Source: an optimization exercise on an open RTL-to-GDS flow (aim: small area). Production flows keep margins and buffers that such runs may drop. Where RTL was checked, it was by simulation tests only, not by an equivalence proof against the original. The clock port is modelled as an ideal driver, which makes a skipped or thinned clock tree look cheaper than it is; a real chip needs a root buffer or a tree. Power and IR drop assume default switching activity.

## v2
==> module topmodule, before the edit <==
module topmodule(input clk_in,
    input rst,
    input clr,
    input ent,
    input chg,
    output [4:0] led,
    output [3:0] AN,
    input [3:0] sw,
    output [6:0] seven_out
    );
    reg [1:0] nd;    
    reg [1:0] m3;    
    reg       odd;   
    reg [2:0] m5;    
    always @(posedge clk_in or posedge rst)
        if (rst) begin
            m3 <= 2'b00;
            odd <= 1'b0;
            m5 <= 3'b000;
        end else begin
            m3 <= {m3[0], ~(m3[1] | m3[0])};
            odd <= ~odd;
            m5 <= {m5[1:0], ~(m5[2] | m5[1])};
        end
    wire dtick = m3[1] & ~odd;                             
    wire btick = odd & (nd[0] ~^ m3[1]) & m5[2] & ~m5[1];  
    reg [2:0] e_s, c_s, g_s;
    reg e_p, c_p, g_p;
    always @(posedge clk_in or posedge rst)
        if (rst) begin
            e_s <= 3'b000; c_s <= 3'b000; g_s <= 3'b000;
            e_p <= 1'b0; c_p <= 1'b0; g_p <= 1'b0;
        end else if (btick) begin
            e_s <= {e_s[1:0], ent};
            c_s <= {c_s[1:0], clr};
            g_s <= {g_s[1:0], chg};
            e_p <= e_s[1] & ~e_s[2];
            c_p <= c_s[1] & ~c_s[2];
            g_p <= g_s[1] & ~g_s[2];
        end
    reg [3:0] ls_n;               
    wire [3:0] ls = ~ls_n;
    reg [1:0] ev;
    localparam [1:0] EV_SAME = 2'b00, EV_NEXT = 2'b01, EV_FIRST = 2'b11, EV_SPEC = 2'b10;
    reg [3:0] sws;        
    reg [15:0] pw;        
    reg match;            
    reg locked;
    wire l_dig = ~ls[3];
    wire l_idle = ls[3] & ls[0];
    wire l_unl = ls[3] & ~ls[1];
    wire s_chk  = l_dig & ~ls[2] & (ls[1:0] == 2'b11) & (ev == EV_NEXT);
    wire s_rest = (l_dig & ~ls[2] & (ls[1:0] == 2'b11) & (ev == EV_SPEC))
                | (l_dig & ls[2] & (ls[1:0] == 2'b11) & (ev == EV_NEXT))
                | (ls[3] & ~ls[0] & (ev == EV_SAME));
    wire s_idle = l_idle & (ev == EV_SAME);
    wire s_dig  = ~s_chk & ~s_rest & ~s_idle;
    wire s_new  = l_dig ? ls[2] : (ev == EV_SPEC);
    wire [1:0] s_idx = (ev == EV_NEXT) ? ls[1:0] + 2'd1 : (ev == EV_FIRST | ev == EV_SPEC | ~l_dig) ? 2'd00 : ls[1:0];
    always @(posedge clk_in or posedge rst)
        if (rst) begin
            ls_n <= 4'b0000;
            ev <= 2'b00;
        end else if (btick) begin
            if (s_chk)
                ev <= EV_SPEC;
            else begin
                ls_n <= ~(s_dig ? {2'b00, s_new, s_idx} : s_rest ? {2'b10, locked | l_dig & ls[2], 1'b0} : 4'b1111);
                if (s_dig)
                    ev <= e_p ? EV_NEXT : c_p ? EV_FIRST : EV_SAME;
                else if (s_idle)
                    ev <= (e_p | c_p) ? EV_FIRST : EV_SAME;
                else
                    ev <= e_p ? EV_FIRST : (g_p & ~locked) ? EV_SPEC : EV_SAME;
            end
        end
    always @(posedge clk_in)
        if (btick) begin
            if (!s_chk) sws <= sw;
            if (s_idle | (s_rest & l_dig & ls[2])) locked <= 1'b1;
            if (s_chk) locked <= match ^ locked;
        end
    assign led[4] = 1'b0;
    assign led[3:0] = ls + 4'd1;
    reg [4:0] ch;       
    wire [1:0] pos = ~ls[1:0];           
    wire above = nd > pos;
    wire at    = nd == pos;
    reg [3:0] pwj;
    always @(*)
        case (nd)
            2'd0: pwj = pw[3:0];
            2'd1: pwj = pw[7:4];
            2'd2: pwj = pw[11:8];
            default: pwj = pw[15:12];
        endcase
    reg [4:0] cc;
    always @(*) begin
        if (!ls[3]) begin
            if (at) cc = {1'b0, sws};
            else if (ls[2] & above) cc = {1'b0, pwj};
            else if (above) cc = 5'b10001;       
            else cc = 5'h0A;                      
        end else if (l_unl) begin                  
            case (nd)
                2'd3: cc = 5'h00;
                2'd2: cc = 5'b10000;
                2'd1: cc = 5'h0E;
                default: cc = 5'h0C;
            endcase
        end else begin                            
            case (nd)
                2'd3: cc = 5'h0F;
                2'd2: cc = 5'h0D;
                2'd1: cc = 5'h05;
                default: cc = 5'h0D;
            endcase
        end
    end
    wire entered = ~ls[3] & (ev == EV_NEXT);
    always @(posedge clk_in)
        if (entered & ~ls[2] & at) match <= (match | ls[1:0] == 2'd0) & (sws == pwj);
    wire [3:0] pwd = sws & {4{~l_idle}};
    wire pw_we = l_idle | (entered & ls[2] & at);
    always @(posedge clk_in)
        if (pw_we)
            case (nd)
                2'd0: pw[3:0] <= pwd;
                2'd1: pw[7:4] <= pwd;
                2'd2: pw[11:8] <= pwd;
                default: pw[15:12] <= pwd;
            endcase
    always @(posedge clk_in or posedge rst)
        if (rst) begin
            nd <= 2'd0;
            ch <= 5'h00;
        end else if (dtick) begin
            nd <= nd + 2'd1;
            ch <= cc;
        end
    wire first = l_idle & ~ch[0];
    assign AN[0] = ~(nd == 2'd1 | (nd == 2'd0 & first));
    assign AN[1] = ~(nd == 2'd2);
    assign AN[2] = ~(nd == 2'd3);
    assign AN[3] = ~(~first & nd == 2'd0);
    reg [6:0] seg;
    always @(*)
        if (ch[4])
            seg = ~ch[0] ? 7'b0011000 : 7'b1111110;
        else
            case (ch[3:0])
                4'h0: seg = 7'b0000001;
                4'h1: seg = 7'b1001111;
                4'h2: seg = 7'b0010010;
                4'h3: seg = 7'b0000110;
                4'h4: seg = 7'b1001100;
                4'h5: seg = 7'b0100100;
                4'h6: seg = 7'b0100000;
                4'h7: seg = 7'b0001111;
                4'h8: seg = 7'b0000000;
                4'h9: seg = 7'b0000100;
                4'hA: seg = 7'b0001000;
                4'hB: seg = 7'b1100000;
                4'hC: seg = 7'b0110001;
                4'hD: seg = 7'b1000010;
                4'hE: seg = 7'b0110000;
                default: seg = 7'b0111000;
            endcase
    assign seven_out = seg;
endmodule
Settings: LEC_CHECK=0, ABC_AREA=1, CAP_MARGIN=0, CORE_MARGIN=2, CORE_UTILIZATION=40, GPL_TIMING_DRIVEN=0, SLEW_MARGIN=0; clock period 10.0 ns.
standard.sh (not shown) runs the stock make flow with config.mk's settings and CLKGATE_MAP_FILE= SYNTH_SCRIPT=/design/flow/synth_recipe.tcl, a recipe that flattens the netlist after the stock synthesis.
==> flow/flow/run.sh <==
#!/bin/bash
# Layout flow: the standard synthesis; then the combinational logic is
# mapped again for area with several ABC scripts (flip-flops kept exactly as
# synthesized) and the smallest result is kept; then the standard layout
# with the smallest buffer on the ports and a clock tree without dummy loads
# and without its root buffer.
set -euo pipefail
W=$(pwd)
F=$W/flow
LIB=$FLOW_HOME/platforms/sky130hd/lib/sky130_fd_sc_hd__tt_025C_1v80.lib
R=$W/orfs/results/sky130hd/topmodule/base

bash standard.sh synth > $W/synth.log 2>&1
cp $R/1_2_yosys.v $W/std_synth.v

DU=$(grep -oE 'cell \("?sky130_fd_sc_hd__(lpflow|probe)[A-Za-z0-9_]*' $LIB | sed -E 's/cell \("?//' | tr '\n' ' ')
# candidate ABC scripts: deepsyn with a fixed number of steps and several
# seeds (deterministic), and a plain one
mkdir -p $W/abc
for i in $(seq 1 64); do
    printf 'strash\n&get -n\n&deepsyn -J 300 -T 100 -S %d\n&put\ndch -f\namap\ntopo\n' $i > $W/abc/s$i.abc
done
printf 'strash\ndch -f\namap\ntopo\n' > $W/abc/s0.abc
for s in $W/abc/s*.abc; do
    n=$(basename $s .abc)
    RS_IN=$W/std_synth.v RS_OUT=$W/resynth_$n.v RS_LIB=$LIB RS_SCRIPT=$s RS_DONTUSE="$DU" \
        yosys -c $F/resynth.tcl > $W/resynth_$n.log 2>&1 &
    [[ $(jobs -r | wc -l) -ge ${NUM_CORES:-4} ]] && wait -n
done
wait
best=""; barea=""
for s in $W/abc/s*.abc; do
    n=$(basename $s .abc)
    a=$(grep "Chip area for top module" $W/resynth_$n.log | awk '{print $NF}')
    echo "$n $a" >> $W/resynth_areas.txt
    if [[ -z "$barea" ]] || awk "BEGIN{exit !($a < $barea)}"; then best=$n; barea=$a; fi
done
echo "best $best $barea" >> $W/resynth_areas.txt
cp $W/resynth_$best.v $R/1_2_yosys.v
for f in $W/resynth_s*.v; do [[ $f == $W/resynth_$best.v ]] || rm -f $f; done
touch $R/1_2_yosys.v

export BUFFER_PORTS_ARGS="-buffer_cell sky130_fd_sc_hd__buf_1"
export CTS_ARGS="$(cat $F/cts_args)"
export POST_CTS_TCL=$F/post_cts.tcl
bash standard.sh finish > $W/layout.log 2>&1
Other scripts of this flow, unchanged in this note and not shown: flow/flow/cts_args, flow/flow/post_cts.tcl, flow/flow/resynth.tcl
--- input diff v2..v11 ---
--- a/flow/design.v
+++ b/flow/design.v
@@ -35,14 +35,13 @@
             c_s <= {c_s[1:0], clr};
             g_s <= {g_s[1:0], chg};
             e_p <= e_s[1] & ~e_s[2];
             c_p <= c_s[1] & ~c_s[2];
             g_p <= g_s[1] & ~g_s[2];
         end
-    reg [3:0] ls_n;               
-    wire [3:0] ls = ~ls_n;
+    reg [3:0] ls;
     reg [1:0] ev;
     localparam [1:0] EV_SAME = 2'b00, EV_NEXT = 2'b01, EV_FIRST = 2'b11, EV_SPEC = 2'b10;
     reg [3:0] sws;        
     reg [15:0] pw;        
     reg match;            
     reg locked;
@@ -56,19 +55,19 @@
     wire s_idle = l_idle & (ev == EV_SAME);
     wire s_dig  = ~s_chk & ~s_rest & ~s_idle;
     wire s_new  = l_dig ? ls[2] : (ev == EV_SPEC);
     wire [1:0] s_idx = (ev == EV_NEXT) ? ls[1:0] + 2'd1 : (ev == EV_FIRST | ev == EV_SPEC | ~l_dig) ? 2'd00 : ls[1:0];
     always @(posedge clk_in or posedge rst)
         if (rst) begin
-            ls_n <= 4'b0000;
+            ls <= 4'b1111;
             ev <= 2'b00;
         end else if (btick) begin
             if (s_chk)
                 ev <= EV_SPEC;
             else begin
-                ls_n <= ~(s_dig ? {2'b00, s_new, s_idx} : s_rest ? {2'b10, locked | l_dig & ls[2], 1'b0} : 4'b1111);
+                ls <= s_dig ? {2'b00, s_new, s_idx} : s_rest ? {2'b10, locked | l_dig & ls[2], 1'b0} : 4'b1111;
                 if (s_dig)
                     ev <= e_p ? EV_NEXT : c_p ? EV_FIRST : EV_SAME;
                 else if (s_idle)
                     ev <= (e_p | c_p) ? EV_FIRST : EV_SAME;
                 else
                     ev <= e_p ? EV_FIRST : (g_p & ~locked) ? EV_SPEC : EV_SAME;
[summary]
Wire length of the first global-routing pass (v11 vs. v2) decreases by a few percent. Setup WNS v2 -> v11: worse. Cmp v11 vs v2: average instance area after synthesis lower in v11. Any difference in die area between v2 and v11 is small enough to ignore. Core outline area: v11 vs v2 identical. Any difference in total cell area at the placement stage between v11 and v2 is small enough to ignore. Delta(total power, v11 - v2) < 0.
The RTL of v2 was laid out without a check of its function.

==> what the ideal ports hide <==
The flow's constraints put no driver on any port. The routed layouts listed below were extracted and timed again, unchanged, in two steps.
Step 1, drivers: a clkbuf_16 drives clk_in and a buf_2 each remaining input, both assumed.
Step 2 times the ports against the registers' clock, not the clock port: input delays grow and output delays shrink by t, the midpoint of the rising clock arrivals with the driver on.
Slacks: ideal / step 1 / step 2; pairs: ideal / step 1.
run	shift t [ns]	setup slack, ns	worst hold slack (ns)
v2	0.196	6.232 / 6.181 / 6.376	0.370 / 0.370 / 0.370
v11	0.193	5.895 / 5.841 / 6.033	0.355 / 0.355 / 0.355
After both steps setup and hold are still met in every run listed.
